From an optimization exercise on the open Yosys and OpenROAD flow, aimed at small area, a short achievable clock period and few clock cycles per item; shortcuts taken in it are not production practice. Where RTL was checked, it was by simulation tests only, not by an equivalence proof against the original. Only the layout flow was run in runs 2 to 4; the RTL was not checked for function there.

==> flow/design.v <==
module loop_compact(
    input           clk,
    input           rst_n,
    input           input_valid_i,
    input [63:0]    input_block_index_i,
    input [63:0]    din,
    output          input_ready_o,
    output          output_valid_o,
    output [255:0]  dout
    );
    localparam [255:0] SM3_IV    = 256'h7380166f4914b2b9172442d7da8a0600a96f30bc163138aae38dee4db0fb0e4e;
    localparam [31:0]  SM3_T0    = 32'h79cc4519;
    localparam [31:0]  SM3_T1_16 = 32'h9d8a7a87;    
    function [31:0] rotl;
        input [31:0] x;
        input integer n;
        begin
            rotl = (x << n) | (x >> (32 - n));
        end
    endfunction
    function [31:0] p0;
        input [31:0] x;
        begin
            p0 = x ^ rotl(x, 9) ^ rotl(x, 17);
        end
    endfunction
    function [31:0] p1;
        input [31:0] x;
        begin
            p1 = x ^ rotl(x, 15) ^ rotl(x, 23);
        end
    endfunction
    function [31:0] add;
        input [31:0] x;
        input [31:0] y;
        reg   [31:0] g, p, gn, pn;
        integer d, k;
        begin
            g = x & y;
            p = x ^ y;
            for (d = 1; d < 32; d = d * 2) begin
                gn = g;
                pn = p;
                for (k = 0; k < 32; k = k + 1) begin
                    if ((k / d) % 2 == 1) begin
                        gn[k] = g[k] | (p[k] & g[(k/d)*d-1]);
                        pn[k] = p[k] & p[(k/d)*d-1];
                    end
                end
                g = gn;
                p = pn;
            end
            add = (x ^ y) ^ {g[30:0], 1'b0};
        end
    endfunction
    function [31:0] csa_s;
        input [31:0] x;
        input [31:0] y;
        input [31:0] z;
        begin
            csa_s = x ^ y ^ z;
        end
    endfunction
    function [31:0] csa_c;
        input [31:0] x;
        input [31:0] y;
        input [31:0] z;
        begin
            csa_c = {(x[30:0] & y[30:0]) | (x[30:0] & z[30:0]) | (y[30:0] & z[30:0]), 1'b0};
        end
    endfunction
    function [31:0] add3;
        input [31:0] x;
        input [31:0] y;
        input [31:0] z;
        begin
            add3 = add(csa_s(x, y, z), csa_c(x, y, z));
        end
    endfunction
    function [31:0] add4;
        input [31:0] x;
        input [31:0] y;
        input [31:0] u;
        input [31:0] z;
        begin
            add4 = add3(csa_s(x, y, u), csa_c(x, y, u), z);
        end
    endfunction
    reg        run;       
    reg  [5:0] cnt;       
    reg        fin;       
    reg        ovalid;
    reg        idx0;      
    reg        ffsel;     
    wire accept = input_valid_i & input_ready_o;
    wire last   = (cnt == 6'd33);
    assign input_ready_o  = ~run | last;
    assign output_valid_o = ovalid;
    always @(posedge clk or negedge rst_n) begin
        if (~rst_n) begin
            run    <= 1'b0;
            cnt    <= 6'd0;
            fin    <= 1'b0;
            ovalid <= 1'b0;
        end else begin
            fin    <= run & last;
            ovalid <= fin;
            if (accept) begin
                run <= 1'b1;
                cnt <= 6'd0;
            end else begin
                if (last) run <= 1'b0;
                cnt <= cnt + 6'd1;
            end
        end
    end
    reg  [31:0] w [0:15];
    wire [31:0] w16 = p1(w[0] ^ w[7] ^ rotl(w[13], 15)) ^ rotl(w[3], 7) ^ w[10];
    wire [31:0] w17 = p1(w[1] ^ w[8] ^ rotl(w[14], 15)) ^ rotl(w[4], 7) ^ w[11];
    wire        use_exp = run & (cnt >= 6'd7) & (cnt <= 6'd32);
    wire [31:0] in_hi = use_exp ? w16 : din[63:32];
    wire [31:0] in_lo = use_exp ? w17 : din[31:0];
    integer i;
    always @(posedge clk) begin
        for (i = 0; i < 14; i = i + 1) w[i] <= w[i+2];
        w[14] <= in_hi;
        w[15] <= in_lo;
    end
    reg  [31:0] A, B, C, D, E, F, G, H;
    reg  [31:0] V0, V1, V2, V3, V4, V5, V6, V7;
    reg  [31:0] T;        
    wire init = (cnt == 6'd1);    
    wire [255:0] start = idx0 ? SM3_IV : {V0, V1, V2, V3, V4, V5, V6, V7};
    wire [31:0] a12   = rotl(A, 12);
    wire [31:0] ss1a  = rotl(add3(E, T, a12), 7);
    wire [31:0] ss2a  = ss1a ^ a12;
    wire [31:0] ffa   = ffsel ? (A ^ B ^ C) : ((A & B) | (A & C) | (B & C));
    wire [31:0] gga   = ffsel ? (E ^ F ^ G) : ((E & F) | (~E & G));
    wire [31:0] tt1a  = add4(ffa, D, w[10] ^ w[14], ss2a);
    wire [31:0] tt2a  = add4(gga, H, w[10], ss1a);
    wire [31:0] A1 = tt1a, B1 = A, C1 = rotl(B, 9), D1 = C;
    wire [31:0] E1 = p0(tt2a), F1 = E, G1 = rotl(F, 19), H1 = G;
    wire [31:0] b12   = rotl(A1, 12);
    wire [31:0] ss1b  = rotl(add3(rotl(T, 1), b12, E1), 7);
    wire [31:0] ss2b  = ss1b ^ b12;
    wire [31:0] ffb   = ffsel ? (A1 ^ B1 ^ C1) : ((A1 & B1) | (A1 & C1) | (B1 & C1));
    wire [31:0] ggb   = ffsel ? (E1 ^ F1 ^ G1) : ((E1 & F1) | (~E1 & G1));
    wire [31:0] tt1b  = add4(D1, w[11] ^ w[15], ffb, ss2b);
    wire [31:0] tt2b  = add4(H1, w[11], ggb, ss1b);
    always @(posedge clk) begin
        if (accept) idx0 <= (input_block_index_i == 64'd0);
        if (init) begin
            {A, B, C, D, E, F, G, H} <= start;
            T     <= SM3_T0;
            ffsel <= 1'b1;
        end else begin
            A <= tt1b;
            B <= A1;
            C <= rotl(B1, 9);
            D <= C1;
            E <= p0(tt2b);
            F <= E1;
            G <= rotl(F1, 19);
            H <= G1;
            if (cnt == 6'd9) begin
                T     <= SM3_T1_16;
                ffsel <= 1'b0;
            end else begin
                T     <= rotl(T, 2);
            end
        end
        if (fin)
            {V0, V1, V2, V3, V4, V5, V6, V7} <= {V0 ^ A, V1 ^ B, V2 ^ C, V3 ^ D, V4 ^ E, V5 ^ F, V6 ^ G, V7 ^ H};
        else if (init & run & idx0)
            {V0, V1, V2, V3, V4, V5, V6, V7} <= SM3_IV;
    end
    assign dout = {V0, V1, V2, V3, V4, V5, V6, V7};
endmodule
==> flow/flow/run.sh <==
#!/bin/bash
# Layout: the standard flow (standard.sh, with its synthesis unchanged and
# the settings of config.mk), with two changes to how the layout is made:
#  - the port buffers are buf_1 cells instead of the delay buffers that
#    buffer_ports picks by default (every port still gets its own buffer);
#  - clock tree synthesis clusters up to 20 sinks within 100 um per leaf
#    buffer and inserts no dummy loads.
# The make output goes to standard_flow.log; ORFS keeps each step's full log
# under orfs/logs/.
set -euo pipefail
bash standard.sh \
  "BUFFER_PORTS_ARGS=-buffer_cell sky130_fd_sc_hd__buf_1" \
  "CTS_ARGS=-sink_clustering_enable -repair_clock_nets -sink_clustering_size 20 -sink_clustering_max_diameter 100 -dont_use_dummy_load" \
  finish > standard_flow.log 2>&1
==> flow/standard.sh <==
#!/bin/bash
# synth_recipe.tcl (not shown) runs the flow's synth.tcl, then flattens the netlist and writes it again
# the make line also repeats each setting of config.mk as NAME=value (left out here)
make -C /OpenROAD-flow-scripts/flow DESIGN_CONFIG=/design/flow/config.mk WORK_HOME=/design/flow/orfs CLKGATE_MAP_FILE= SYNTH_SCRIPT=/design/flow/synth_recipe.tcl "${@:-finish}"
==> flow/config.mk <==
export PLATFORM = sky130hd
export DESIGN_NAME = loop_compact
export DESIGN_NICKNAME = loop_compact
export VERILOG_FILES = /design/flow/design.v
export SDC_FILE = /design/flow/constraint.sdc
export NUM_CORES = 4
export LEC_CHECK = 0
export ABC_AREA = 1
export CAP_MARGIN = 20
export CORE_MARGIN = 2
export CORE_UTILIZATION = 30
export SETUP_SLACK_MARGIN = 5
export SLEW_MARGIN = 20
==> flow/constraint.sdc <==
create_clock -name core_clock -period 16.0 [get_ports {clk}]
set_input_delay 3.2000 -clock core_clock [delete_from_list [all_inputs] [get_ports {clk}]]
set_output_delay 3.2000 -clock core_clock [all_outputs]
set_load 0.01 [all_outputs]
==> notes.md, run 1 <==
The maximum level of the CTS H-tree is 3. Data arrives at the worst endpoint at 11890 ps. The initial core utilization came out at 30.1%. The cell with the largest stage delay on the worst path is sky130_fd_sc_hd__fa_2.

The type of origin of the critical path is a register. The fraction of layout cells with a size suffix above 1 is 11.7%. The count of unresolved DRC violations after routing came out at 0. In this run, synthesis produced a sequential element count of 1067.

The layout overhead on the synthesized area came out at 17.7%. The most numerous cell type found on the critical path is sky130_fd_sc_hd__nand2_2. The worst hold margin is 321 ps. The first global-routing pass estimated 351000 um of wire. The number of standard cells in the layout, taps in and fillers out is 8952. The length of the first detailed-routing pass in iterations is 6.

Summing every instance area after synthesis gives 0.0571 mm^2. Yosys printed 2 warnings. The floorplan step set the die height to 440 um. The detail route stage leaves a number of antenna-violating nets equal to 0. The mean instance size in the synthesized netlist is 9.66 um^2.

The number of top-level pins came out at 389. The final number of setup-violating endpoints is 0. The violation count after the first detailed-route iteration came out at 4641. The cell count after synthesis is 5908. The overall fraction of global-route tracks in use is 26.7%. The core region area came out at 0.190 mm^2. The number of placed instances, taps included is 8732.

The clock reaches the later pin of the worst-skew pair after 730 ps. The fill cell total of the finished layout came out at 19300. Setup repair after global routing could not meet its margin everywhere. The die outline area is 0.194 mm^2. The global placement routability congestion is 1.02. The post-detailed-route wirelength per cell is 29.4 um. For the pin with the worst max-slew slack, the measured transition is 1260 ps. The unique cell type count in the Yosys netlist came out at 62.

The final-layout setup total negative slack is 0 ps. The clock tree skew after final layout is 108 ps. The number of flip-flops in the largest register is 512.

For this block, the via count after detailed routing is 43700. The TritonCTS clock tree is done. The number of violations of the max-capacitance limit came out at 0. Tracing the worst setup path back leads to its startpoint at E[12]$_DFF_P_. The required time of the worst setup path came out at 16650 ps. The post-route worst setup slack is 4760 ps.

Of all nets on the critical path, the largest fanout is 3. In this run the most critical hold path is launched from w[9][2]$_DFF_P_. The net count reported at finish is 7146. The clock net in this run drives a total of 1067 sinks. The startpoint identified for the worst register-to-register timing path is E[12]$_DFF_P_.

The number of input and output port buffers inserted came out at 388. The final number of hold-violating endpoints is 0. The master cell of the clock root buffer is sky130_fd_sc_hd__clkbuf_16.

The sequential cell area fraction in the yosys report is 42.0%. The worst stage delay on the critical path is 570 ps. The clock input transition at the sequential cells of the worst setup and hold paths came out at 90 ps. STA classifies the critical path endpoint as a register. The worst setup path is of the reg2reg kind.

For this run, the top clock speed supported by timing is 89.0 MHz. The share of the cycle needed by the critical path after routing is 70.2%. The count of final max-slew check failures was 0. Detailed placement finished with a half-perimeter wire length of 219000 um. The number of buffers created by CTS came out at 69. The ratio of routed vias to standard cells came out at 4.88. The shortest period the worst path allows came out at 11240 ps.

The path class of the tightest hold or removal check is reg2reg. The post-placement worst setup slack came out at 2590 ps. The initial antenna violation count is 10. The floorplan step set the die width to 440 um.

The run finished with no timing, DRC or antenna violations. The number of buffers on the longest clock path came out at 3. The overflow left after global routing is 0. Ranked by flip-flop count, first place goes to w. For this block, the routed nets add up to 263000 um of wire.

The post-synth net total is 6620. The row count is 160. Entering global routing, the biggest net connects 79 pins. The max-slew headroom at the worst pin is 16.0%. The via count of the first global-routing pass was 42200.
==> final cells by class <==
cell class	instances	area [um^2]	area share, %
repair buffers	580	3070	4.58
flip-flops and latches	1067	24100	35.8
clock buffers	69	1730	2.57
inverters	959	3640	5.41
multi-input cells	3757	31500	46.9
diodes	9	22.5	0.0335
well taps	2511	3140	4.68
==> synthesized netlist by cell type (all sizes together) <==
master	number	area, um^2
buf	22	110
fa	393	7870
nand3b	11	82.6
nor2	293	1110
nand4	19	119
o21a	2	15.0
a31o	5	43.8
nor4	22	144
edfxtp	257	7720
o22a	3	26.3
a22oi	26	195
o211a	1	10.0
dfrtp	9	225
dfxtp	801	16000
o41ai	1	8.76
clkbuf	103	387
o221ai	1	8.76
o211ai	1	12.5
a31oi	10	62.6
inv	958	3600
xnor2	304	2700
o21ai	452	2270
a221oi	3	26.3
nand3	130	666
a2bb2oi	4	35.0
o21bai	11	82.6
and2	1	6.26
nand2	817	3120
a21oi	334	1700
mux2i	25	250
a22o	5	43.8
a21o	13	113
ha	188	2350
nor3	14	75.1
a32o	5	50.1
a311oi	1	8.76
or2	33	209
a211oi	6	45.0
xor2	618	5490
o31ai	4	43.8
o2111ai	1	15.0
clkinv	1	3.75
==> what timing repair did <==
item / CTS / global route
endpoints found under the setup margin: 63 / 59
setup buffers: 97 / 45
hold endpoints to repair: 0 / 0
pin swaps: 119 / 105
hold buffers: 0 / 0
gates resized for setup: 384 / 152
==> routing by layer <==
metal  wire (um)  global-route usage (%)  vias to the layer above
met1      106000                    34.1                    21900
met2      120000                    42.5                     1875
met4       18500                    16.1                        8
met3       18000                    3.95                      453
met5          44                       0                        -
li1            -                       -                    19400
==> logic make-up after synthesis <==
| family | synth area share [%] |
|---|---|
| adders and majority gates | 17.9 |
| xor gates and xnor gates | 14.3 |
| muxes | 0.438 |
| buffers and inverters | 7.18 |
| and+or+nand+nor | 9.69 |
| AOI/OAI and AO/OA | 8.43 |
| DFF | 42.0 |
==> worst max-delay path, delay by kind of cell, from the launching register on <==
family / cells / cell delay [ps]
buffers and inverters: 9 / 1170
adder cells (fa/ha/maj): 8 / 3250
XOR/XNOR: 9 / 2360
AO/OA/AOI/OAI: 5 / 770
flip-flops: 1 / 370
AND/OR/NAND/NOR: 28 / 3170
==> through the flow <==
step | cell area, um^2 | util, %
after detailed placement | 61600 | 32.5
after floorplan | 57100 | -
final | 67200 | 35.4
after global placement | 61600 | 32.5
after global routing | 67100 | 35.4
after CTS | 66100 | 34.9
==> final timing paths <==
check,endpoint,slack (ps),depth (start not counted)
min reg2reg,w[7][2]$_DFF_P_,320,0
min in group asynchronous,ovalid$_DFF_PN0_,2460,1
max reg2reg,E[9]$_DFF_P_,4760,59
max in group asynchronous,cnt[4]$_DFF_PN0_,13180,1
max,E[9]$_DFF_P_,4760,59
min,w[7][2]$_DFF_P_,320,0
==> cell usage in the layout (no fill, tap or decap), drive strengths merged, types with 4 or more instances in the layout <==
cell type  synthesis  layout
nor3              14      14
nor2             293     293
nand4             19      19
dfrtp              9       9
xor2             618     618
a2bb2oi            4       4
mux2i             25      25
nand2            817     817
edfxtp           257     257
a22o               5       5
a31oi             10      10
a31o               5       5
diode              0       9
a211oi             6       6
inv              958     952
dfxtp            801     801
nand3b            11      11
or2               33      33
ha               188     188
a32o               5       5
a21oi            334     334
o21ai            452     452
xnor2            304     304
o21bai            11      11
o31ai              4       4
clkinvlp           0       6
clkbuf           103      69
a21o              13      13
a22oi             26      26
nand3            130     130
nor4              22      22
buf               22     580
fa               393     393
Testbench counts, summed over its fixed seeds: cycles 13,080, items 384.
==> run 2: changes to the inputs <==
--- a/flow/design.v
+++ b/flow/design.v
@@ -92,6 +92,11 @@
     reg        ovalid;
     reg        idx0;      
     reg        ffsel;     
+    reg        fs_gga;    
+    reg        nfs_ffb;   
+    reg        nfs_ggb;   
+    wire       fs_ffb = ~nfs_ffb;
+    wire       fs_ggb = ~nfs_ggb;
     wire accept = input_valid_i & input_ready_o;
     wire last   = (cnt == 6'd33);
     assign input_ready_o  = ~run | last;
@@ -135,7 +140,7 @@
     wire [31:0] ss1a  = rotl(add3(E, T, a12), 7);
     wire [31:0] ss2a  = ss1a ^ a12;
     wire [31:0] ffa   = ffsel ? (A ^ B ^ C) : ((A & B) | (A & C) | (B & C));
-    wire [31:0] gga   = ffsel ? (E ^ F ^ G) : ((E & F) | (~E & G));
+    wire [31:0] gga   = fs_gga ? (E ^ F ^ G) : ((E & F) | (~E & G));
     wire [31:0] tt1a  = add4(ffa, D, w[10] ^ w[14], ss2a);
     wire [31:0] tt2a  = add4(gga, H, w[10], ss1a);
     wire [31:0] A1 = tt1a, B1 = A, C1 = rotl(B, 9), D1 = C;
@@ -143,16 +148,19 @@
     wire [31:0] b12   = rotl(A1, 12);
     wire [31:0] ss1b  = rotl(add3(rotl(T, 1), b12, E1), 7);
     wire [31:0] ss2b  = ss1b ^ b12;
-    wire [31:0] ffb   = ffsel ? (A1 ^ B1 ^ C1) : ((A1 & B1) | (A1 & C1) | (B1 & C1));
-    wire [31:0] ggb   = ffsel ? (E1 ^ F1 ^ G1) : ((E1 & F1) | (~E1 & G1));
+    wire [31:0] ffb   = fs_ffb ? (A1 ^ B1 ^ C1) : ((A1 & B1) | (A1 & C1) | (B1 & C1));
+    wire [31:0] ggb   = fs_ggb ? (E1 ^ F1 ^ G1) : ((E1 & F1) | (~E1 & G1));
     wire [31:0] tt1b  = add4(D1, w[11] ^ w[15], ffb, ss2b);
     wire [31:0] tt2b  = add4(H1, w[11], ggb, ss1b);
     always @(posedge clk) begin
         if (accept) idx0 <= (input_block_index_i == 64'd0);
+        fs_gga  <=   (cnt >= 6'd1) & (cnt <= 6'd8);
+        nfs_ffb <= ~((cnt >= 6'd1) & (cnt <= 6'd8));
         if (init) begin
             {A, B, C, D, E, F, G, H} <= start;
             T     <= SM3_T0;
-            ffsel <= 1'b1;
+            ffsel   <= 1'b1;
+            nfs_ggb <= 1'b0;
         end else begin
             A <= tt1b;
             B <= A1;
@@ -164,7 +172,8 @@
             H <= G1;
             if (cnt == 6'd9) begin
                 T     <= SM3_T1_16;
-                ffsel <= 1'b0;
+                ffsel   <= 1'b0;
+                nfs_ggb <= 1'b1;
             end else begin
                 T     <= rotl(T, 2);
             end
==> run 2 against run 1 <==
Cell area up 0.15%. Clock skew up 7.5 ps. Critical path depth down 6. Sequential cell count up 3. Worst setup slack worse by 230 ps. Synthesized cell count down 2.4%. Synthesized area down 0.37%. Hold slack worse by 24 ps. Wire length down 1.5%. Via count down 1.7%. Critical path type unchanged. Largest cell class unchanged.
==> notes.md, run 2 <==
The flow ran to the end and the layout has no timing, DRC or antenna violations. In the final routed layout, each cell accounts on average for 29.4 um. The fill cell total of the finished layout came out at 19100.

The min-delay analysis places its worst path in the category reg2reg. The number of input and output port buffers inserted came out at 388. The share of synthesized area in the top cell type comes to 28.3%.

The floorplan step defined a die boundary enclosing 0.193 mm^2. Clock tree synthesis found a total of 1070 sinks. The via count of the routed design came out at 43000. The clock tree skew after final layout came out at 115 ps. The tree is rooted in a sky130_fd_sc_hd__clkbuf_16.

Of the synthesized area, sequential elements account for 42.3%. The count of antenna-violating nets left after detailed routing came out at 0. The via count of the first global-routing pass is 42000. Counting stages on the worst path, the most repeated cell is sky130_fd_sc_hd__nand2_2.

In this run the mean area of a mapped cell was 9.86 um^2. The final number of setup-violating endpoints is 0. The maximum level of the CTS H-tree came out at 3. The violation count after the first detailed-route iteration came out at 4560.

The die boundary width came out at 439 um. The post-route worst setup slack came out at 4530 ps. In the final timing run, aggregate negative setup slack is 0 ps.

The number of synthesized flops with an enable pin came out at 257. In the layout the commonest cells are sky130_fd_sc_hd__inv_1, sky130_fd_sc_hd__dfxtp_1, sky130_fd_sc_hd__xor2_1. Setup repair after global routing could not meet its margin everywhere. The number of violations of the max-capacitance limit is 0. After synthesis, the share of flip-flops with an asynchronous set or reset is 0.841%. The cell count after synthesis is 5767.

The largest individual stage delay along the critical path comes from the cell sky130_fd_sc_hd__xnor2_1. sky130_fd_sc_hd__inv_1 is the most common cell in the netlist. The ratio of routed vias to standard cells is 4.87. In this run the worst path has a maximum fanout of 4. The net count reported at finish came out at 7031. The count of final max-slew check failures is 0.

For this run the aggregate overflow at the end of global routing stands at 0. The number of storage elements in the synthesis netlist is 1070. The Yosys warning count is 2. The post-synth net total is 6480. The overall fraction of global-route tracks in use came out at 26.3%. The count of cells along the worst register-to-register path is 53.

In the final layout, flip-flops and latches occupy 0.0241 mm^2. The register with the most flip-flops in the layout has 512 of them. The library cell occupying the most area in the post-synthesis netlist is sky130_fd_sc_hd__dfxtp_1. The clock latency on the worst-skew pair is 740 ps. The commonest cells after synthesis are sky130_fd_sc_hd__inv_1, sky130_fd_sc_hd__dfxtp_1, sky130_fd_sc_hd__xor2_1, sky130_fd_sc_hd__nand2_1, sky130_fd_sc_hd__o21ai_0.

The required time of the worst setup path is 16520 ps. The worst hold margin is 297 ps. The transition time of the tightest slew-check pin is 1380 ps. The fraction of layout cells with a size suffix above 1 is 12.8%.

The first-pass GRT wire length is 346000 um. The number of hold buffers added after CTS is 0. The number of placed instances, taps included came out at 8586. The post-placement worst setup slack came out at 1890 ps.

The length of the first detailed-routing pass in iterations is 8. The number of standard cells in the layout, taps in and fillers out is 8817. The number of buffers on the longest clock path is 3. The area growth from synthesis to layout is 18.3%. The critical path capture point type is a register. In this run the count of I/O pins placed on the die edge is 389. The initial core utilization came out at 30.2%.

The hold path depth came out at 0. The global placement routability congestion came out at 1.06. Entering global routing, the biggest net connects 105 pins. The leading cell type in the layout, fill and taps excluded is sky130_fd_sc_hd__inv_1.

The unique cell type count in the Yosys netlist is 59. The clock input transition at the sequential cells of the worst setup and hold paths is 100 ps. The type of origin of the critical path is a register. The die boundary height is 439 um. The worst stage delay on the critical path came out at 890 ps.

Detailed placement finished with a half-perimeter wire length of 215000 um. The shortest period the worst path allows is 11470 ps. After detailed routing, the number of remaining DRC violations is 0. The area of combinational cells with multiple inputs came out at 0.0314 mm^2.

The cell area after synthesis came out at 0.0569 mm^2. The max-slew headroom at the worst pin came out at 7.23%. The critical path start-end classification is reg2reg.

The final critical path takes up 71.7% of the cycle. The core region area is 0.188 mm^2. The final number of hold-violating endpoints is 0.

The flip-flop cell with the highest count after synthesis is sky130_fd_sc_hd__dfxtp_1. TritonCTS built the clock tree. The arrival time at the worst endpoint came out at 11990 ps.

The worst setup slack for register-to-register paths is 4530 ps. The register with the most flip-flops in the final layout is w. After detailed routing, the total wire length is 259000 um. The initial antenna violation count is 7. Counting the buffers created by CTS gives 70. Yosys attributes the largest share of cell area to sky130_fd_sc_hd__dfxtp_1, sky130_fd_sc_hd__fa_1, sky130_fd_sc_hd__edfxtp_1. The row count is 159.

The maximum clock frequency came out at 87.2 MHz.
run 2: cell types whose count changed after synthesis, moves of 14 or more:
| cell | before | now |
|---|---|---|
| sky130_fd_sc_hd__a21oi_1 | 329 | 287 |
| sky130_fd_sc_hd__buf_2 | 16 | 2 |
| sky130_fd_sc_hd__mux2_2 | 0 | 38 |
| sky130_fd_sc_hd__nand2_1 | 800 | 598 |
| sky130_fd_sc_hd__nand3_1 | 127 | 173 |
| sky130_fd_sc_hd__o21ai_0 | 437 | 464 |
| sky130_fd_sc_hd__xor2_1 | 608 | 623 |
run 2: layout make-up:
class	count	share of cell area [%]
multi-input combinational	3613	46.6
sequential	1070	35.9
inverter	962	5.42
timing repair buffer	601	4.82
tap	2495	4.64
clock buffer	70	2.60
antenna	6	0.0223
run 2: timing repair:
item	in CTS	in global routing
pin swaps	139	120
gates resized for setup	406	188
setup endpoints to repair	63	56
cloned	1	0
hold endpoints to repair	0	0
setup buffers	105	49
run 2: layer usage:
| layer | share of wire [%] | wire length, um | global-route usage, % | up-vias |
|---|---|---|---|---|
| met5 | 0.0081 | 21 | 0 | - |
| met2 | 45 | 118000 | 41.6 | 1970 |
| li1 | - | - | - | 19100 |
| met3 | 7.6 | 19800 | 4.73 | 457 |
| met1 | 40 | 103000 | 33.4 | 21400 |
| met4 | 7.1 | 18400 | 15.8 | 4 |
run 2: path summary, 6_finish.rpt:
path	endpoint	startpoint
setup reg to reg	A[28]$_DFF_P_	A[24]$_DFF_P_
setup / recovery	A[28]$_DFF_P_	A[24]$_DFF_P_
hold / removal	w[10][4]$_DFF_P_	w[12][4]$_DFF_P_
hold reg to reg	w[10][4]$_DFF_P_	w[12][4]$_DFF_P_
min in group asynchronous	cnt[3]$_DFF_PN0_	rst_n
max in group asynchronous	cnt[2]$_DFF_PN0_	rst_n
run 2: kinds of logic (layout without fill, tap and decap cells):
group	after synthesis	after routing	synth area share (%)
simple gates	1160	1160	8.50
buf+inv	1084	1633	7.18
flops	1070	1070	42.3
xor+xnor	936	936	14.5
compound gates	871	871	8.33
fa+ha+maj	582	582	18.0
mux	64	64	1.21
other cells	0	6	0
run 2: through the flow:
step / cell area (um^2) / util (%)
final: 67300 / 35.8
after floorplan: 56900 / -
after global placement: 61500 / 32.7
after global routing: 67300 / 35.8
after detailed placement: 61500 / 32.7
after CTS: 66000 / 35.1
run 2: critical path, delay by kind of cell, from the launching register on:
kind	cells	cell delay [ps]
adder cells (fa/ha/maj)	8	3610
XOR/XNOR	5	2530
AND/OR/NAND/NOR	23	2060
AO/OA/AOI/OAI	7	1660
buffers and inverters	10	1020
flip-flops	1	370
==> run 3: changes to the inputs <==
--- a/flow/design.v
+++ b/flow/design.v
@@ -119,19 +119,20 @@
             end
         end
     end
-    reg  [31:0] w [0:15];
-    wire [31:0] w16 = p1(w[0] ^ w[7] ^ rotl(w[13], 15)) ^ rotl(w[3], 7) ^ w[10];
-    wire [31:0] w17 = p1(w[1] ^ w[8] ^ rotl(w[14], 15)) ^ rotl(w[4], 7) ^ w[11];
+    reg  [31:0] nw [0:15];
+    wire [31:0] w16 = p1((~nw[0]) ^ (~nw[7]) ^ rotl((~nw[13]), 15)) ^ rotl((~nw[3]), 7) ^ (~nw[10]);
+    wire [31:0] w17 = p1((~nw[1]) ^ (~nw[8]) ^ rotl((~nw[14]), 15)) ^ rotl((~nw[4]), 7) ^ (~nw[11]);
     wire        use_exp = run & (cnt >= 6'd7) & (cnt <= 6'd32);
     wire [31:0] in_hi = use_exp ? w16 : din[63:32];
     wire [31:0] in_lo = use_exp ? w17 : din[31:0];
     integer i;
     always @(posedge clk) begin
-        for (i = 0; i < 14; i = i + 1) w[i] <= w[i+2];
-        w[14] <= in_hi;
-        w[15] <= in_lo;
+        for (i = 0; i < 14; i = i + 1) nw[i] <= nw[i+2];
+        nw[14] <= ~in_hi;
+        nw[15] <= ~in_lo;
     end
-    reg  [31:0] A, B, C, D, E, F, G, H;
+    reg  [31:0] nA, nB, nC, nD, nE, nF, nG, nH;    
+    wire [31:0] A = ~nA, B = ~nB, C = ~nC, D = ~nD, E = ~nE, F = ~nF, G = ~nG, H = ~nH;
     reg  [31:0] V0, V1, V2, V3, V4, V5, V6, V7;
     reg  [31:0] T;        
     wire init = (cnt == 6'd1);    
@@ -141,8 +142,8 @@
     wire [31:0] ss2a  = ss1a ^ a12;
     wire [31:0] ffa   = ffsel ? (A ^ B ^ C) : ((A & B) | (A & C) | (B & C));
     wire [31:0] gga   = fs_gga ? (E ^ F ^ G) : ((E & F) | (~E & G));
-    wire [31:0] tt1a  = add4(ffa, D, w[10] ^ w[14], ss2a);
-    wire [31:0] tt2a  = add4(gga, H, w[10], ss1a);
+    wire [31:0] tt1a  = add4(ffa, D, (~nw[10]) ^ (~nw[14]), ss2a);
+    wire [31:0] tt2a  = add4(gga, H, (~nw[10]), ss1a);
     wire [31:0] A1 = tt1a, B1 = A, C1 = rotl(B, 9), D1 = C;
     wire [31:0] E1 = p0(tt2a), F1 = E, G1 = rotl(F, 19), H1 = G;
     wire [31:0] b12   = rotl(A1, 12);
@@ -150,26 +151,26 @@
     wire [31:0] ss2b  = ss1b ^ b12;
     wire [31:0] ffb   = fs_ffb ? (A1 ^ B1 ^ C1) : ((A1 & B1) | (A1 & C1) | (B1 & C1));
     wire [31:0] ggb   = fs_ggb ? (E1 ^ F1 ^ G1) : ((E1 & F1) | (~E1 & G1));
-    wire [31:0] tt1b  = add4(D1, w[11] ^ w[15], ffb, ss2b);
-    wire [31:0] tt2b  = add4(H1, w[11], ggb, ss1b);
+    wire [31:0] tt1b  = add4(D1, (~nw[11]) ^ (~nw[15]), ffb, ss2b);
+    wire [31:0] tt2b  = add4(H1, (~nw[11]), ggb, ss1b);
     always @(posedge clk) begin
         if (accept) idx0 <= (input_block_index_i == 64'd0);
         fs_gga  <=   (cnt >= 6'd1) & (cnt <= 6'd8);
         nfs_ffb <= ~((cnt >= 6'd1) & (cnt <= 6'd8));
         if (init) begin
-            {A, B, C, D, E, F, G, H} <= start;
+            {nA, nB, nC, nD, nE, nF, nG, nH} <= ~start;
             T     <= SM3_T0;
             ffsel   <= 1'b1;
             nfs_ggb <= 1'b0;
         end else begin
-            A <= tt1b;
-            B <= A1;
-            C <= rotl(B1, 9);
-            D <= C1;
-            E <= p0(tt2b);
-            F <= E1;
-            G <= rotl(F1, 19);
-            H <= G1;
+            nA <= ~tt1b;
+            nB <= ~A1;
+            nC <= ~rotl(B1, 9);
+            nD <= ~C1;
+            nE <= ~p0(tt2b);
+            nF <= ~E1;
+            nG <= ~rotl(F1, 19);
+            nH <= ~G1;
             if (cnt == 6'd9) begin
                 T     <= SM3_T1_16;
                 ffsel   <= 1'b0;
==> run 3 against run 2 <==
Sequential share of layout area decreased by 0.085 points. Non-clock buffer count increased by 95. Critical path depth increased by 21. Register-to-register slack improved by 200 ps. Critical path type unchanged. Critical endpoint is now nE[2]$_DFF_P_. Largest cell class unchanged.
==> notes.md, run 3 <==
The top cell type by area accounts for 28.8% of the synthesized area. The cell that appears most often on the critical path is sky130_fd_sc_hd__nand2_2. In this run, CTS created clock tree buffers numbering 67. The count of antenna-violating nets left after detailed routing is 0. Among all stages on the critical path, the largest delay is contributed by sky130_fd_sc_hd__fa_2.

The length of the first detailed-routing pass in iterations is 6. The share of the cycle needed by the critical path after routing is 70.4%. The via count of the first global-routing pass came out at 40700. The violation count after the first detailed-route iteration came out at 4799. Across all layers, the routed design uses 42300 vias. The transition time of the tightest slew-check pin is 1220 ps. The unique cell type count in the Yosys netlist came out at 66.

TritonCTS built the clock tree. The max-slew headroom at the worst pin came out at 18.1%. The clock tree synthesis step divided the H-tree into 3 levels. Along the worst hold path, the cell count comes to 0. The share of async-settable or async-resettable flops after synthesis came out at 0.841%.

Dividing the detail-routed via count by the number of cells gives 5.01. The adder-cell share of the synthesized area came out at 18.2%. The startpoint of the most critical hold path is nw[6][30]$_DFF_P_. The count of unresolved DRC violations after routing came out at 0. Summing the areas of all compound-gate instances in the mapped netlist gives 9.27% of the synthesized area.

After clock tree synthesis, the clock-pin slew on the worst setup and hold paths is 100 ps. Leaving out fill and tap cells, the most frequent cells in the layout are sky130_fd_sc_hd__dfxtp_1, sky130_fd_sc_hd__inv_1, sky130_fd_sc_hd__xor2_1. The run finished with no timing, DRC or antenna violations.

Along the worst path, the maximum fanout reaches 7. The initial utilization of the core area, before any placement, comes to 30.1%. Summed over all failing endpoints, the final setup total negative slack is 0 ps. The die is 435 um wide.

The mean instance size in the synthesized netlist is 10.5 um^2. The post-detailed-route wirelength per cell came out at 30.1 um. The shortest period the worst path allows came out at 11260 ps. The synthesized design contains 257 enable-type register cells. The sequential cell area fraction in the yosys report came out at 43.0%. The number of input and output port buffers inserted is 388. The library cell occupying the most area in the post-synthesis netlist is sky130_fd_sc_hd__dfxtp_1. The number of flip-flops in the largest register is 512. The startpoint of the worst-slack reg-to-reg timing path is nE[13]$_DFF_P_.

Setup repair after global routing could not meet its margin everywhere. The required time of the worst setup path is 16570 ps. Summing the areas of all xor and xnor instances in the mapped netlist gives 15.3% of the synthesized area. The die boundary height is 435 um. By instance count, the leading cell after synthesis is sky130_fd_sc_hd__dfxtp_1. nw holds more flip-flops than any other register. The net count reported at finish came out at 6685.

The floorplan step defined a die boundary enclosing 0.190 mm^2. STA classifies the critical path startpoint as a register. For hold timing, the worst endpoint is nw[4][30]$_DFF_P_. Ranked by total cell area, the synthesized netlist is headed by sky130_fd_sc_hd__dfxtp_1, sky130_fd_sc_hd__fa_1, sky130_fd_sc_hd__edfxtp_1. Leaving out fill and tap cells, the most frequent cell in the layout is sky130_fd_sc_hd__dfxtp_1. Cells with a size suffix above 1 make up 16.6% of the layout. The master cell of the clock root buffer is sky130_fd_sc_hd__clkbuf_16. The number of top-level pins came out at 389. The count of cells along the worst register-to-register path came out at 74. The most used flip-flop cell after synthesis is sky130_fd_sc_hd__dfxtp_1.

The final number of hold-violating endpoints is 0. The final number of setup-violating endpoints is 0. The core region area came out at 0.185 mm^2. The overall fraction of global-route tracks in use is 26.0%. The portion of synthesized area spent on multiplexers is 1.35%. The maximum clock frequency is 88.8 MHz. The initial antenna violation count was 7. The number of violations of the max-capacitance limit came out at 0. The clock tree skew after final layout is 71.0 ps. In this design, the stage delay of the slowest critical-path cell is 550 ps. The count of final max-slew check failures is 0.

The critical path capture point type is a register. By area, the combinational part of the netlist is dominated by adder cells. The global placement routability congestion is 1.07.

The post-synth net total is 6046. For this design, the CTS-stage hold fixing added 0 buffers. No sink is reached through more buffers than the 3 on the longest clock path. The count of clock tree sinks came out at 1070. Synthesis handed over a netlist of 5334 instances. The worst hold path belongs to the class reg2reg.

The layout overhead on the synthesized area is 20.7%. The cell area after synthesis came out at 0.0558 mm^2. The share of the core filled with cells came out at 36.4%. By count the netlist is led by sky130_fd_sc_hd__dfxtp_1, sky130_fd_sc_hd__inv_1, sky130_fd_sc_hd__xor2_1, sky130_fd_sc_hd__nand2_1, sky130_fd_sc_hd__xnor2_1. Across all register-to-register paths, the minimum setup slack is 4740 ps. The capturing point of the worst reg2reg path is nE[2]$_DFF_P_. Entering global routing, the biggest net connects 74 pins. The estimated wirelength of the detail-placed design came out at 208000 um. The arrival time at the worst endpoint came out at 11840 ps.

The number of storage elements in the synthesis netlist came out at 1070. The clock latency on the worst-skew pair is 700 ps. The wire length after detailed routing is 255000 um. The first global-routing pass estimated 339000 um of wire. The worst setup path is of the reg2reg kind.

The Yosys step of the flow raised 2 warnings. The overflow left after global routing is 0. The row count is 158.

After Yosys synthesis, and, or, nand and nor cells account for 7.23% of the synthesized area.
[run 3: changes by cell type in the layout (fill, tap and decap cells not counted), sizes merged, moves of 19 or more]
cell,change
inv,-266
xnor2,+125
xor2,-119
mux2i,+21
buf,+95
o21ai,-134
a22oi,+66
nor2,-60
nand2,-131
nand3,-32
a2bb2oi,+19
o22ai,+93
[run 3: cell families (layout without fill, tap and decap cells)]
group,Yosys count,count (layout)
fa+ha+maj,581,581
mux,72,72
compound gates,891,891
other cells,0,4
flops,1070,1070
buf+inv,832,1469
xor+xnor,944,944
simple gates,944,944
[run 3: worst max-delay path, delay by kind of cell, from the launching register on]
family / cells / cell delay [ps]
adder cells (fa/ha/maj): 10 / 4040
flip-flops: 1 / 400
XOR/XNOR: 8 / 1520
AO/OA/AOI/OAI: 7 / 1020
AND/OR/NAND/NOR: 40 / 3240
buffers and inverters: 9 / 930
[run 3: worst max-delay path by stage]
stage | to | depth (start not counted) | slack, ps | start
floorplan | nA[15]$_DFF_P_ | 87 | 5210 | nA[26]$_DFF_P_
global placement | nE[2]$_DFF_P_ | 80 | 1990 | nA[21]$_DFF_P_
detailed placement | nE[2]$_DFF_P_ | 80 | 1890 | nA[21]$_DFF_P_
CTS | nE[2]$_DFF_P_ | 81 | 4610 | nE[10]$_DFF_P_
global route | nA[15]$_DFF_P_ | 83 | 4370 | nA[22]$_DFF_P_
finish | nE[2]$_DFF_P_ | 74 | 4740 | nE[13]$_DFF_P_
[run 3: metal layers]
| layer | GRT usage, % | part of all wire, % |
|---|---|---|
| met5 | 0 | 0.010 |
| met4 | 16.3 | 7.6 |
| met3 | 4.22 | 7.7 |
| met2 | 40.3 | 45 |
| met1 | 33.9 | 40 |
[run 3: stage by stage]
| step | setup WS (ps) | hold slack (ps) | std cells | cell area (um^2) |
|---|---|---|---|---|
| 6_report | 4740 | 284 | 8455 | 67400 |
| 5_1_grt | 4370 | 298 | 8451 | 67400 |
| 4_1_cts | 4610 | 279 | 8366 | 65400 |
| 3_5_place_dp | 1890 | 312 | 8136 | 60500 |
| 3_3_place_gp | 1990 | 310 | 8135 | 60400 |
| 2_1_floorplan | 5210 | 310 | 5334 | 55800 |
[run 3: cell type report]
cell class,instances,area (um^2)
timing repair buffer,696,4060
multi-input combinational,3432,31700
inverter,706,2740
fill,18500,118000
antenna,4,10.0
tap,2480,3100
clock buffer,67,1680
sequential,1070,24100
[run 3: timing repair]
action	4_1_cts	5_1_grt
resized for setup	426	296
pin swaps	148	201
buffers inserted	163	84
endpoints found under the setup margin	64	62
==> run 4: changes to the inputs <==
--- a/flow/design.v
+++ b/flow/design.v
@@ -133,6 +133,7 @@
     end
     reg  [31:0] nA, nB, nC, nD, nE, nF, nG, nH;    
     wire [31:0] A = ~nA, B = ~nB, C = ~nC, D = ~nD, E = ~nE, F = ~nF, G = ~nG, H = ~nH;
+    reg  [31:0] Ad, Ed;
     reg  [31:0] V0, V1, V2, V3, V4, V5, V6, V7;
     reg  [31:0] T;        
     wire init = (cnt == 6'd1);    
@@ -140,12 +141,12 @@
     wire [31:0] a12   = rotl(A, 12);
     wire [31:0] ss1a  = rotl(add3(E, T, a12), 7);
     wire [31:0] ss2a  = ss1a ^ a12;
-    wire [31:0] ffa   = ffsel ? (A ^ B ^ C) : ((A & B) | (A & C) | (B & C));
-    wire [31:0] gga   = fs_gga ? (E ^ F ^ G) : ((E & F) | (~E & G));
+    wire [31:0] ffa   = ffsel ? (Ad ^ B ^ C) : ((Ad & B) | (Ad & C) | (B & C));
+    wire [31:0] gga   = fs_gga ? (Ed ^ F ^ G) : ((Ed & F) | (~Ed & G));
     wire [31:0] tt1a  = add4(ffa, D, (~nw[10]) ^ (~nw[14]), ss2a);
     wire [31:0] tt2a  = add4(gga, H, (~nw[10]), ss1a);
-    wire [31:0] A1 = tt1a, B1 = A, C1 = rotl(B, 9), D1 = C;
-    wire [31:0] E1 = p0(tt2a), F1 = E, G1 = rotl(F, 19), H1 = G;
+    wire [31:0] A1 = tt1a, B1 = Ad, C1 = rotl(B, 9), D1 = C;
+    wire [31:0] E1 = p0(tt2a), F1 = Ed, G1 = rotl(F, 19), H1 = G;
     wire [31:0] b12   = rotl(A1, 12);
     wire [31:0] ss1b  = rotl(add3(rotl(T, 1), b12, E1), 7);
     wire [31:0] ss2b  = ss1b ^ b12;
@@ -159,15 +160,19 @@
         nfs_ffb <= ~((cnt >= 6'd1) & (cnt <= 6'd8));
         if (init) begin
             {nA, nB, nC, nD, nE, nF, nG, nH} <= ~start;
+            Ad <= start[255:224];
+            Ed <= start[127:96];
             T     <= SM3_T0;
             ffsel   <= 1'b1;
             nfs_ggb <= 1'b0;
         end else begin
             nA <= ~tt1b;
+            Ad <= tt1b;
             nB <= ~A1;
             nC <= ~rotl(B1, 9);
             nD <= ~C1;
             nE <= ~p0(tt2b);
+            Ed <= p0(tt2b);
             nF <= ~E1;
             nG <= ~rotl(F1, 19);
             nH <= ~G1;
==> run 4 against run 3 <==
Hold slack improved by 7.3 ps. Critical endpoint is now Ed[4]$_DFF_P_. Critical path type unchanged. Cell area rose by 2.6%. Register-to-register slack got worse by 580 ps. Still clean. Clock skew rose by 28 ps. Highest routed layer unchanged. Die area grew 2.9%.
==> notes.md, run 4 <==
Clock-pin slew was measured on the worst setup and hold paths at 90 ps. STA classifies the critical path endpoint as a register. The initial core utilization came out at 30.2%. The max-slew headroom at the worst pin is 18.5%. The number of top-level pins came out at 389.

The detail route stage leaves a number of antenna-violating nets equal to 0. From left edge to right edge, the die measures 442 um. The sequential cell area fraction in the yosys report came out at 44.0%. Among all flip-flop cells after synthesis, the most frequent one is sky130_fd_sc_hd__dfxtp_1.

The number of placed instances, taps included is 8290. The die covers 0.195 mm^2. The clock latency on the worst-skew pair is 740 ps. The filler cells instantiated in the layout total 18900. The number of storage elements in the synthesis netlist came out at 1134. Data on the critical path arrives at its endpoint at 12470 ps. STA classifies the critical path startpoint as a register. After synthesis, the largest family of logic cells by area is adder cells. The number of hold buffers added after CTS is 0. The cell area after synthesis is 0.0575 mm^2. TritonCTS built the clock tree.

The number of flip-flops in the largest register came out at 512. Across the routed clock network, the largest skew measured is 98.8 ps. The number of clock buffers added by TritonCTS is 71. By instance count, the leading cell after synthesis is sky130_fd_sc_hd__dfxtp_1. The commonest cells after synthesis are sky130_fd_sc_hd__dfxtp_1, sky130_fd_sc_hd__inv_1, sky130_fd_sc_hd__xor2_1, sky130_fd_sc_hd__xnor2_1, sky130_fd_sc_hd__fa_1. In this run the tool buffered the top-level ports with 388 buffer cells. In this run the worst path has a maximum fanout of 5. The number of synthesized flops with an enable pin is 257. Among cell families on the critical path, the largest total delay comes from adder cells. The H-tree generated during clock tree synthesis spans 3 levels.

The area of combinational cells with multiple inputs came out at 0.0317 mm^2. The storage element area came out at 0.0254 mm^2. Routability-driven placement finished with a final weighted congestion of 1.05.

The post-detailed-route wirelength per cell is 30.6 um. The count of unresolved DRC violations after routing is 0. The die boundary height is 442 um. The compound-gate portion of the synthesized area is 9.01%. For the pin with the worst max-slew slack, the measured transition is 1210 ps. In the layout the commonest cells are sky130_fd_sc_hd__dfxtp_1, sky130_fd_sc_hd__inv_1, sky130_fd_sc_hd__xor2_1. The routed design has 263000 um of wire. The final number of setup-violating endpoints is 0. Ranked by total cell area, the synthesized netlist is headed by sky130_fd_sc_hd__dfxtp_1, sky130_fd_sc_hd__fa_1, sky130_fd_sc_hd__edfxtp_1. For this run, the number of standard cells in the final layout without fillers is 8579. On the critical path, the stage with the largest delay is an instance of sky130_fd_sc_hd__fa_1. The biggest area contributor in the post-synthesis netlist is sky130_fd_sc_hd__dfxtp_1.

Setup repair after global routing could not meet its margin everywhere. Leaving out fill and tap cells, the most frequent cell in the layout is sky130_fd_sc_hd__dfxtp_1. The length of the first detailed-routing pass in iterations came out at 7. The critical path's most frequent cell is sky130_fd_sc_hd__nand2_4. The fraction of layout cells with a size suffix above 1 is 16.1%. The area growth from synthesis to layout is 20.3%.

The estimated wirelength of the detail-placed design came out at 215000 um. Summed over its instances, the top area cell type makes up 30.2% of the synthesized netlist area. After Yosys synthesis, XOR and XNOR cells account for 14.4% of the synthesized area. The mean instance size in the synthesized netlist is 10.5 um^2. The via count of the first global-routing pass is 41500. Global routing consumed, over all layers together, 26.3% of the routing resources. More flip-flops sit in one register than any other, and that register is nw. The Yosys warning count is 2. The total overflow left after global routing is 0. The tree is rooted in a sky130_fd_sc_hd__clkbuf_16. The detailed router placed 42800 vias in this run. The share of async-settable or async-resettable flops after synthesis is 0.794%. In this run the worst hold path is classified as reg2reg.

The count of clock tree sinks came out at 1134. The critical path start-end classification is reg2reg. The post-synth net total came out at 6173. The count of cells along the worst register-to-register path came out at 69. The first global-routing pass estimated 351000 um of wire. The worst stage delay on the critical path came out at 570 ps. Of the available clock period, the critical path in the final layout requires 74.0%.

The unique cell type count in the Yosys netlist is 63. The final-layout setup total negative slack came out at 0 ps. Timing would allow up to 84.4 MHz. The number of buffers and inverters on the critical path came out at 13.

The final number of hold-violating endpoints came out at 0. The flow ran to the end and the layout has no timing, DRC or antenna violations. The mux share of post-synthesis cell area is 1.86%.

Of the total synthesized cell area, the portion taken by AND, OR, NAND and NOR gates is 6.41%. The net count reported at finish is 6777. The required time of the worst setup path came out at 16630 ps. The number of buffers on the longest clock path is 3.

For the finished layout, the period the worst path requires is 11850 ps. The adder-cell share of the synthesized area came out at 17.8%. Counting buffers and inverters, the worst setup path is 69 cells deep.

Dividing the detail-routed via count by the number of cells gives 4.99. The hold path depth is 0. Across the run, the number of max-cap violations was 0.

The core region area is 0.190 mm^2. The cell count after synthesis came out at 5460. The row count came out at 160. Entering global routing, the biggest net connects 71 pins. The count of final max-slew check failures is 0.

The initial antenna violation count came out at 15. For this block, the initial DRC count from the detailed router was 4275.
[run 4: cell types whose count changed after synthesis, moves of 12 or more]
cell / delta
sky130_fd_sc_hd__inv_1: +162
sky130_fd_sc_hd__nand2_1: -133
sky130_fd_sc_hd__dfxtp_1: +64
sky130_fd_sc_hd__mux2i_1: +52
sky130_fd_sc_hd__a2bb2oi_1: -23
sky130_fd_sc_hd__a22oi_1: +22
sky130_fd_sc_hd__mux2_2: -18
sky130_fd_sc_hd__nor2_1: -15
sky130_fd_sc_hd__nand3_1: +14
sky130_fd_sc_hd__o22ai_1: +14
sky130_fd_sc_hd__o21ai_0: -13
sky130_fd_sc_hd__or2_2: -12
[run 4: area by class of cell]
type,count,area share [%]
tap,2511,4.54
multi-input combinational,3332,45.8
antenna,6,0.0217
timing repair buffer,651,5.46
clock buffer,71,2.57
sequential,1134,36.8
inverter,874,4.81
[run 4: worst reg2reg max path, delay by kind of cell (launching register included)]
family | cells | cell delay, ps
AO/OA/AOI/OAI | 13 | 2320
buffers and inverters | 13 | 1480
flip-flops | 1 | 380
XOR/XNOR | 8 | 1970
adder cells (fa/ha/maj) | 8 | 3200
AND/OR/NAND/NOR | 27 | 2450
[run 4: layer usage]
layer	part of all wire, %	track usage [%]	wire (um)	up-vias
met5	0.024	0	62	-
met4	6.3	13.8	16700	10
met3	8.1	5.79	21200	482
met2	45	41.2	118000	1950
met1	41	33.8	107000	21700
li1	-	-	-	18700
[run 4: logic make-up after synthesis]
family                   Yosys count
multiplexers                     106
adder cells (fa/ha/maj)          582
AND/OR/NAND/NOR                  816
AO/OA/AOI/OAI                    896
XOR/XNOR                         932
flip-flops                      1134
buffers and inverters            994
[run 4: path summary, 6_finish.rpt]
check | from | to | slack (ps)
setup / recovery | nE[10]$_DFF_P_ | Ed[4]$_DFF_P_ | 4150
hold / removal | nw[2][3]$_DFF_P_ | nw[0][3]$_DFF_P_ | 290
setup reg to reg | nE[10]$_DFF_P_ | Ed[4]$_DFF_P_ | 4150
hold reg to reg | nw[2][3]$_DFF_P_ | nw[0][3]$_DFF_P_ | 290
max in group asynchronous | rst_n | cnt[2]$_DFF_PN0_ | 13280
min in group asynchronous | rst_n | run$_DFFE_PN0P_ | 2390
[run 4: timing repair]
action,in CTS,in global routing
endpoints found under the setup margin,128,124
setup buffers,132,80
pin swaps,152,187
resized for setup,473,257
[run 4: metrics by stage]
step                util, %  instance area [um^2]  setup WS (ps)  hold WS, ps
global placement       32.6                 62100           1170          310
floorplan                 -                 57500           5020          310
finish                 36.3                 69200           4150          291
global route           36.3                 69100           3740          299
detailed placement     32.6                 62200           1100          312
CTS                    35.4                 67400           4060          293
==> run 5: changes to the inputs <==
--- a/flow/design.v
+++ b/flow/design.v
@@ -92,11 +92,6 @@
     reg        ovalid;
     reg        idx0;      
     reg        ffsel;     
-    reg        fs_gga;    
-    reg        nfs_ffb;   
-    reg        nfs_ggb;   
-    wire       fs_ffb = ~nfs_ffb;
-    wire       fs_ggb = ~nfs_ggb;
     wire accept = input_valid_i & input_ready_o;
     wire last   = (cnt == 6'd33);
     assign input_ready_o  = ~run | last;
@@ -133,7 +128,6 @@
     end
     reg  [31:0] nA, nB, nC, nD, nE, nF, nG, nH;    
     wire [31:0] A = ~nA, B = ~nB, C = ~nC, D = ~nD, E = ~nE, F = ~nF, G = ~nG, H = ~nH;
-    reg  [31:0] Ad, Ed;
     reg  [31:0] V0, V1, V2, V3, V4, V5, V6, V7;
     reg  [31:0] T;        
     wire init = (cnt == 6'd1);    
@@ -141,45 +135,37 @@
     wire [31:0] a12   = rotl(A, 12);
     wire [31:0] ss1a  = rotl(add3(E, T, a12), 7);
     wire [31:0] ss2a  = ss1a ^ a12;
-    wire [31:0] ffa   = ffsel ? (Ad ^ B ^ C) : ((Ad & B) | (Ad & C) | (B & C));
-    wire [31:0] gga   = fs_gga ? (Ed ^ F ^ G) : ((Ed & F) | (~Ed & G));
+    wire [31:0] ffa   = ffsel ? (A ^ B ^ C) : ((A & B) | (A & C) | (B & C));
+    wire [31:0] gga   = ffsel ? (E ^ F ^ G) : ((E & F) | (~E & G));
     wire [31:0] tt1a  = add4(ffa, D, (~nw[10]) ^ (~nw[14]), ss2a);
     wire [31:0] tt2a  = add4(gga, H, (~nw[10]), ss1a);
-    wire [31:0] A1 = tt1a, B1 = Ad, C1 = rotl(B, 9), D1 = C;
-    wire [31:0] E1 = p0(tt2a), F1 = Ed, G1 = rotl(F, 19), H1 = G;
+    wire [31:0] A1 = tt1a, B1 = A, C1 = rotl(B, 9), D1 = C;
+    wire [31:0] E1 = p0(tt2a), F1 = E, G1 = rotl(F, 19), H1 = G;
     wire [31:0] b12   = rotl(A1, 12);
     wire [31:0] ss1b  = rotl(add3(rotl(T, 1), b12, E1), 7);
     wire [31:0] ss2b  = ss1b ^ b12;
-    wire [31:0] ffb   = fs_ffb ? (A1 ^ B1 ^ C1) : ((A1 & B1) | (A1 & C1) | (B1 & C1));
-    wire [31:0] ggb   = fs_ggb ? (E1 ^ F1 ^ G1) : ((E1 & F1) | (~E1 & G1));
+    wire [31:0] ffb   = ffsel ? (A1 ^ B1 ^ C1) : ((A1 & B1) | (A1 & C1) | (B1 & C1));
+    wire [31:0] ggb   = ffsel ? (E1 ^ F1 ^ G1) : ((E1 & F1) | (~E1 & G1));
     wire [31:0] tt1b  = add4(D1, (~nw[11]) ^ (~nw[15]), ffb, ss2b);
     wire [31:0] tt2b  = add4(H1, (~nw[11]), ggb, ss1b);
     always @(posedge clk) begin
         if (accept) idx0 <= (input_block_index_i == 64'd0);
-        fs_gga  <=   (cnt >= 6'd1) & (cnt <= 6'd8);
-        nfs_ffb <= ~((cnt >= 6'd1) & (cnt <= 6'd8));
         if (init) begin
             {nA, nB, nC, nD, nE, nF, nG, nH} <= ~start;
-            Ad <= start[255:224];
-            Ed <= start[127:96];
             T     <= SM3_T0;
-            ffsel   <= 1'b1;
-            nfs_ggb <= 1'b0;
+            ffsel <= 1'b1;
         end else begin
             nA <= ~tt1b;
-            Ad <= tt1b;
             nB <= ~A1;
             nC <= ~rotl(B1, 9);
             nD <= ~C1;
             nE <= ~p0(tt2b);
-            Ed <= p0(tt2b);
             nF <= ~E1;
             nG <= ~rotl(F1, 19);
             nH <= ~G1;
             if (cnt == 6'd9) begin
                 T     <= SM3_T1_16;
-                ffsel   <= 1'b0;
-                nfs_ggb <= 1'b1;
+                ffsel <= 1'b0;
             end else begin
                 T     <= rotl(T, 2);
             end
--- a/flow/config.mk
+++ b/flow/config.mk
@@ -9,5 +9,6 @@
 export CAP_MARGIN = 20
 export CORE_MARGIN = 2
 export CORE_UTILIZATION = 30
+export GPL_ROUTABILITY_DRIVEN = 0
 export SETUP_SLACK_MARGIN = 5
 export SLEW_MARGIN = 20
==> run 5 against run 4 <==
Non-clock buffer count decreased by 60. Sequential share of layout area decreased by 0.31 points. Wire length decreased by 7.2%. Synthesized cell count decreased by 1.2%. Critical path depth decreased by 18. Via count increased by 1.0%. Largest cell class unchanged. Core utilization decreased by 0.35 points. Synthesized area decreased by 3.4%. Highest routed layer unchanged.
==> notes.md, run 5 <==
The flow ran to the end and the layout has no timing, DRC or antenna violations. The count of antenna-violating nets left after detailed routing came out at 0. The count of final max-slew check failures came out at 0.

Counting flops per register, the top entry is nw. The share of the cycle needed by the critical path after routing came out at 71.5%. The most numerous cell in the Yosys netlist is sky130_fd_sc_hd__dfxtp_1. For this run, the number of Yosys warnings is 2.

Each instance of the synthesized netlist takes up on average 10.3 um^2. The count of unresolved DRC violations after routing is 0. The wire length after detailed routing came out at 244000 um.

The final number of setup-violating endpoints is 0. The fill cell total of the finished layout is 18300. The leading cell type in the layout, fill and taps excluded is sky130_fd_sc_hd__dfxtp_1. The sequential cell area fraction in the yosys report is 43.2%. The unique cell type count in the Yosys netlist came out at 63. The via count of the first global-routing pass came out at 41200. The clock input transition at the sequential cells of the worst setup and hold paths came out at 90 ps. The count of clock tree sinks came out at 1067. After technology mapping, the gate count stands at 5392. The shortest period the worst path allows came out at 11440 ps. The share of async-settable or async-resettable flops after synthesis came out at 0.843%.

The die outline area is 0.189 mm^2. STA classifies the critical path endpoint as a register. The first-pass GRT wire length is 325000 um.

On the critical path, the stage with the largest delay is an instance of sky130_fd_sc_hd__dfxtp_4. The maximum clock frequency came out at 87.4 MHz. The cell area after synthesis came out at 0.0556 mm^2.

The initial antenna violation count is 11. Once layout is complete, the cells apart from fillers number 8396. The flip-flop cell with the highest count after synthesis is sky130_fd_sc_hd__dfxtp_1. Relative to the synthesized area, the layout overhead comes to 18.8%.

The count of cells along the worst register-to-register path is 51. On the worst path, the slowest cell contributes a delay of 770 ps. The worst setup path is launched from a register. For the final routed database, the setup TNS stands at 0 ps. Across the run, the number of max-cap violations was 0. The core region area is 0.183 mm^2. Sorting the synthesized cells by area gives the leading types as sky130_fd_sc_hd__dfxtp_1, sky130_fd_sc_hd__fa_1, sky130_fd_sc_hd__edfxtp_1. The area of all placed cells without fillers is 0.0660 mm^2.

The die boundary width came out at 434 um. The number of buffers and inverters on the critical path is 8. The critical path start-end classification is reg2reg.

The startpoint of the worst-slack reg-to-reg timing path is ffsel$_SDFFE_PP1P_. The maximum level of the CTS H-tree is 3. The TritonCTS clock tree is done.

The placed instances occupy a cell area of 0.0600 mm^2. The later pin in the worst-skew pair is clocked with a latency of 730 ps. The tightest min-delay check is of the reg2reg type. The final number of hold-violating endpoints is 0. For this run, the total global-route usage over all layers was measured as 25.1%. The estimated wirelength of the detail-placed design is 194000 um. In this run, placement finished with an instance count of 8157. The number of flip-flops in the largest register came out at 512. The worst hold path begins at nw[9][30]$_DFF_P_.

The library cell occupying the most area in the post-synthesis netlist is sky130_fd_sc_hd__dfxtp_1. Data on the critical path arrives at its endpoint at 11990 ps. Across all register-to-register paths, the minimum setup slack is 4560 ps. The portion of synthesized cell area occupied by the leading cell type came out at 28.9%. The row count came out at 157. The overflow left after global routing is 0. The count of buffers added on input and output ports is 388.

The net count reported at finish came out at 6643. The critical-path maximum fanout is 48. Setup repair after global routing could not meet its margin everywhere.

STA puts the critical path data required time at 16540 ps. The cell depth of the worst setup path came out at 51. At the pin with the least slew margin, the transition time is 1160 ps. The clock tree skew after final layout is 93.1 ps. The die is 434 um tall. The number of buffers created by CTS came out at 67. The number of hold buffers added after CTS came out at 0. The post-synth net total came out at 6104. The max-slew headroom at the worst pin came out at 22.4%. The number of synthesized flops with an enable pin is 257. Synthesis inferred 1067 register bits. The hold path depth came out at 0. In the synthesized netlist, the cells that appear most often are sky130_fd_sc_hd__dfxtp_1, sky130_fd_sc_hd__inv_1, sky130_fd_sc_hd__nand2_1, sky130_fd_sc_hd__xor2_1, sky130_fd_sc_hd__xnor2_1.

The number of buffers on the longest clock path is 3. The violation count after the first detailed-route iteration came out at 5583. In the final layout, the share of cells above drive strength 1 is 13.3%.

In the routed layout, each cell is associated on average with a via count of 5.15. Summing over every cut layer, the via total after detailed routing is 43200. The worst hold path terminates at nw[7][30]$_DFF_P_. The endpoint identified for the worst register-to-register timing path is nE[21]$_DFF_P_. The number of top-level pins came out at 389. The length of the first detailed-routing pass in iterations is 6. The family of cells with the greatest summed delay on the critical path is adder cells. The master cell of the clock root buffer is sky130_fd_sc_hd__clkbuf_16. Once the floorplan was initialized, standard cells occupied 30.3% of the core.

In the final routed layout, each cell accounts on average for 29.1 um. The maximum number of pins on one net before global-route repair is 112. The critical path's most frequent cell is sky130_fd_sc_hd__nand2_4. The top cell types in the final layout, fill and taps aside, are sky130_fd_sc_hd__dfxtp_1, sky130_fd_sc_hd__inv_1, sky130_fd_sc_hd__nand2_1.
==> run 5: metal layers <==
| layer | vias up | GRT usage (%) | share of wire, % |
|---|---|---|---|
| li1 | 18400 | - | - |
| met1 | 21200 | 29.1 | 35 |
| met2 | 2787 | 37.5 | 43 |
| met3 | 839 | 9.49 | 12 |
| met4 | 12 | 18.6 | 9.5 |
| met5 | - | 0 | 0.028 |
==> run 5: cell type report <==
class	instances	area [um^2]	area share, %
antenna	3	7.51	0.0114
clock buffer	67	1680	2.54
inverter	676	2600	3.94
multi-input combinational	3528	31400	47.5
sequential	1067	24100	36.5
tap	2464	3080	4.67
timing repair buffer	591	3210	4.87
==> run 5: worst max path at each step <==
stage	startpoint	to
after floorplan	nA[26]$_DFF_P_	nA[17]$_DFF_P_
after global placement	nA[21]$_DFF_P_	nA[17]$_DFF_P_
after detailed placement	nA[21]$_DFF_P_	nA[17]$_DFF_P_
after CTS	nA[22]$_DFF_P_	nA[17]$_DFF_P_
after global routing	nA[7]$_DFF_P_	nE[21]$_DFF_P_
final	ffsel$_SDFFE_PP1P_	nE[21]$_DFF_P_
==> run 5: cell families (layout without fill, tap and decap cells) <==
kind of cell | Yosys count | after routing | synth area share (%)
compound gates | 876 | 876 | 9.11
xor+xnor | 936 | 936 | 15.1
fa+ha+maj | 581 | 581 | 18.3
buf+inv | 797 | 1334 | 5.39
flops | 1067 | 1067 | 43.2
mux | 47 | 47 | 0.847
other cells | 0 | 3 | 0
simple gates | 1088 | 1088 | 8.03
==> run 5: metrics by stage <==
stage | setup slack (ps) | hold slack, ps | util, %
6_report | 4560 | 284 | 36.0
5_1_grt | 4100 | 285 | 36.0
4_1_cts | 4830 | 274 | 34.9
3_5_place_dp | 2410 | 312 | 32.7
3_3_place_gp | 2520 | 310 | 32.7
2_1_floorplan | 5040 | 310 | -
==> run 5: timing repair <==
| item | CTS | global route |
|---|---|---|
| resized for setup | 354 | 258 |
| setup endpoints to repair | 63 | 62 |
| buffers inserted | 90 | 77 |
| pin swaps | 129 | 168 |
| cloned | 0 | 0 |
| endpoints found under the hold margin | 0 | 0 |
==> run 5: worst reg2reg max path: cells and delay by family, from the launching register on <==
family	cells	cell delay, ps
flops	1	770
xor+xnor	6	2150
fa+ha+maj	7	3120
buf+inv	8	1680
simple gates	27	3030
compound gates	3	580
Testbench counts of run 5, summed over its fixed seeds: cycles 13,080, items 384.

static timing again, ports no longer ideal:
No port has a modelled driver above. Below, the same layouts with a new extraction and two added sets of constraints.
Step 1, drivers: a clkbuf_16 drives clk and a buf_2 each remaining input, both assumed.
Step 2 moves the port delays by t, midway between the first and last clock arrival at a register: inputs arrive t later, outputs are due t later. That takes back most of the time a late clock gives input paths.
a / b / c = ideal ports / drivers / drivers and shift; a / b = the first two.
| run | shift t [ns] | setup slack, ns | worst setup path at the end | worst register clock-pin slew, ns | pins driven straight from the clock port |
|---|---|---|---|---|---|
| run 1 | 0.769 | 4.761 / 4.761 / 4.761 | register to register | 0.09 / 0.09 | 1 |
| run 2 | 0.765 | 4.533 / 4.533 / 4.533 | register to register | 0.10 / 0.10 | 1 |
| run 3 | 0.746 | 4.735 / 4.735 / 4.735 | register to register | 0.10 / 0.10 | 1 |
| run 4 | 0.775 | 4.152 / 4.152 / 4.152 | register to register | 0.10 / 0.10 | 1 |
| run 5 | 0.768 | 4.555 / 4.555 / 4.555 | register to register | 0.10 / 0.10 | 1 |
After both steps setup and hold are still met in every run listed.
